From an optimization exercise on the open Yosys and OpenROAD flow, aimed at small area; shortcuts taken in it are not production practice.
Function was checked by simulation only, so behaviour that the tests miss may differ from the original.

Design cpu, start of the top module:
module cpu (
    input wire clk, rst,
    output wire [19:0] e_addr_bus,
    output wire [15:0] e_prog_addr, e_data,
    input wire [15:0] e_mem_bus,
    input wire [31:0] e_instr,
    input wire [31:0] e_sdram_instr,
    input wire e_mem_busy, e_mem_ready, e_mem_cack,
    input wire irq_in,
    output wire ram_read_out, ram_write, ram_instr_access, ram_read_done,
    output wire [7:0] e_reg_leds,
    output wire [3:0] e_pc_leds
);
wire [15:0] reg_l_bus, reg_r_bus, alu_bus, alu_r_mux, reg_in_mux, spec_reg_out, sr_out;
wire [15:0] prog_addr, saved_pc, irq_pc, fetch_addr;
wire [31:0] instr_bus, fetch_instr_bus;
wire [19:0] alu_bus_paged, fetch_addr_paged;
wire [7:0] prog_page;
wire [4:0] alu_flags_f, alu_flags_out;
wire [2:0] reg_l_ctl, reg_r_ctl;
wire [7:0] gp_reg_ie;
wire pc_inc, pc_ie, reg_in_mux_ctl, alu_r_mux_ctl, alu_cin, alu_flags_ie, reg_sr_in, sr_ie, sr_pc_over, ram_read, irq_instr, pc_sr_ie, jtr_op;
wire c_add, c_sub, c_and, c_or, c_xor, c_shl, c_shr, c_mul, c_div, c_pa, c_pb;
wire fetch_ram_read, fetch_wait, fetch_addr_mux, irq_p, irq_en, pc_chg;
wire flag_boot_mode, flag_instr_mem_over;
wire sel0 = instr_bus[31:16] == 16'b0;
wire adv = ~fetch_wait | flag_boot_mode;
wire pc_ie_g = (pc_ie | (sr_ie & sel0)) & adv;
wire pc_inc_g = pc_inc & adv;
  ...
Settings: LEC_CHECK=0, ABC_AREA=1, ABC_CLOCK_PERIOD_IN_PS=36000, CAP_MARGIN=20, CORE_MARGIN=2, CORE_UTILIZATION=55, PLACE_DENSITY=0.75, SLEW_MARGIN=20; clock period 140.0 ns.
standard.sh (not shown) runs the stock make flow with config.mk's settings and CLKGATE_MAP_FILE= SYNTH_SCRIPT=/design/flow/synth_recipe.tcl, a recipe that flattens the netlist after the stock synthesis.
==> flow/flow/run.sh <==
#!/bin/bash
# Own layout flow: the standard ORFS flow, except that
#  - ABC maps the logic with an area-oriented script, then resizes for delay (flow/amap.abc),
#  - ports are buffered with the smallest buffer,
#  - CTS inserts no dummy loads and uses the smaller clock buffers,
#  - half-adder cells are not used (synthesis keeps full adders only).
# Every tool's output goes to a log in this folder (make_*.log) and under orfs/logs.
set -euo pipefail
W=$(pwd)
# synthesis script: the standard flow's, with the ABC mapping script replaced
{
  head -n 1 synth_recipe.tcl
  cat <<'T'
proc abc {args} {
  set i [lsearch -exact $args -script]
  if { $i >= 0 } { set args [lreplace $args [expr {$i+1}] [expr {$i+1}] $::env(MY_ABC_SCRIPT)] }
  yosys abc {*}$args
}
T
  tail -n +2 synth_recipe.tcl
} > my_synth.tcl
sed -e "s#SYNTH_SCRIPT=[^ ]*#SYNTH_SCRIPT=$W/my_synth.tcl#" \
    -e 's#CLKGATE_MAP_FILE= #CLKGATE_MAP_FILE= "DONT_USE_CELLS=${DU_LIST}" #' standard.sh > my_standard.sh
export MY_ABC_SCRIPT=$W/flow/amap.abc
export BUFFER_PORTS_ARGS="-buffer_cell sky130_fd_sc_hd__buf_1"
export CTS_ARGS="-sink_clustering_enable -repair_clock_nets -dont_use_dummy_load -buf_list {sky130_fd_sc_hd__clkbuf_4 sky130_fd_sc_hd__clkbuf_8}"
# the platform's don't-use cells, and the half adders
DU_LIST=$(sed -n '/^export DONT_USE_CELLS/,/^$/p' "$FLOW_HOME/platforms/$FLOW_PLATFORM/config.mk" \
  | sed -e 's/export DONT_USE_CELLS += //' -e 's/\\//' | tr -s ' \n' '  ')
export DU_LIST="$DU_LIST sky130_fd_sc_hd__ha_1 sky130_fd_sc_hd__ha_2 sky130_fd_sc_hd__ha_4"
bash my_standard.sh "${1:-finish}" > make_${1:-finish}.log 2>&1
[ -n "${1:-}" ] || test -f out/final.def
==> flow/flow/amap.abc <==
strash
dch -f
amap
topo
stime -c
buffer -c
upsize -c
dnsize -c
The starting point produced a clean layout.
==> next run, changes <==
--- a/flow/flow/run.sh
+++ b/flow/flow/run.sh
@@ -24,5 +24,5 @@
 export MY_ABC_SCRIPT=$W/flow/amap.abc
 export BUFFER_PORTS_ARGS="-buffer_cell sky130_fd_sc_hd__buf_1"
-export CTS_ARGS="-sink_clustering_enable -repair_clock_nets -dont_use_dummy_load -buf_list {sky130_fd_sc_hd__clkbuf_4 sky130_fd_sc_hd__clkbuf_8}"
+export CTS_ARGS="-sink_clustering_enable -repair_clock_nets -dont_use_dummy_load -buf_list {sky130_fd_sc_hd__clkbuf_4}"
 # the platform's don't-use cells, and the half adders
 DU_LIST=$(sed -n '/^export DONT_USE_CELLS/,/^$/p' "$FLOW_HOME/platforms/$FLOW_PLATFORM/config.mk" \
CORE_UTILIZATION = 65   (was 55)
PLACE_DENSITY = not set   (was 0.75)
- The new run passed the timing, DRC and antenna checks
- final area hardly moves
- hold slack is about the same
- setup slack degrades by 0.50 ns
- flip-flop and latch count is unchanged
- global-route usage rose by 6.9 points
- sequential share of layout area rises by 0.11 points
- cell count is lower by 1.5%
- wire length increases by about 2.7%
- via count went up by about 5.6%
==> next run, changes <==
--- a/flow/flow/run.sh
+++ b/flow/flow/run.sh
@@ -24,5 +24,5 @@
 export MY_ABC_SCRIPT=$W/flow/amap.abc
 export BUFFER_PORTS_ARGS="-buffer_cell sky130_fd_sc_hd__buf_1"
-export CTS_ARGS="-sink_clustering_enable -repair_clock_nets -dont_use_dummy_load -buf_list {sky130_fd_sc_hd__clkbuf_4}"
+export CTS_ARGS="-sink_clustering_enable -repair_clock_nets -dont_use_dummy_load -buf_list {sky130_fd_sc_hd__clkbuf_4 sky130_fd_sc_hd__clkbuf_8}"
 # the platform's don't-use cells, and the half adders
 DU_LIST=$(sed -n '/^export DONT_USE_CELLS/,/^$/p' "$FLOW_HOME/platforms/$FLOW_PLATFORM/config.mk" \
CORE_UTILIZATION = 55   (was 65)
Outcome: Core utilization shrinks by 11 points. Die area grows by about a fifth. Cell count grows slightly. Synthesized area does not change. Hold slack is about the same. Global-route usage shrinks by 5.9 points. Synthesized cell count stays the same. Sequential share of layout area shrinks by 0.28 points.
==> next run, changes <==
--- a/flow/flow/run.sh
+++ b/flow/flow/run.sh
@@ -24,5 +24,5 @@
 export MY_ABC_SCRIPT=$W/flow/amap.abc
 export BUFFER_PORTS_ARGS="-buffer_cell sky130_fd_sc_hd__buf_1"
-export CTS_ARGS="-sink_clustering_enable -repair_clock_nets -dont_use_dummy_load -buf_list {sky130_fd_sc_hd__clkbuf_4 sky130_fd_sc_hd__clkbuf_8}"
+export CTS_ARGS="-sink_clustering_enable -repair_clock_nets -dont_use_dummy_load -buf_list {sky130_fd_sc_hd__clkbuf_8} -sink_clustering_size 12 -sink_clustering_max_diameter 80"
 # the platform's don't-use cells, and the half adders
 DU_LIST=$(sed -n '/^export DONT_USE_CELLS/,/^$/p' "$FLOW_HOME/platforms/$FLOW_PLATFORM/config.mk" \
CORE_UTILIZATION = 62   (was 55)
PLACE_DENSITY = 0.85   (was not set)
Outcome: Die area falls by roughly a tenth. Routed wire length decreases by a few percent. Clock skew decreases by 0.040 ns. Worst setup slack is better by 0.23 ns. Synthesized area stays the same. Global-route usage increases by 2.2 points.
==> next run, changes <==
CORE_UTILIZATION = 55   (was 62)
=> Non-clock buffer count is lower by 5; worst setup slack degrades by 0.16 ns.
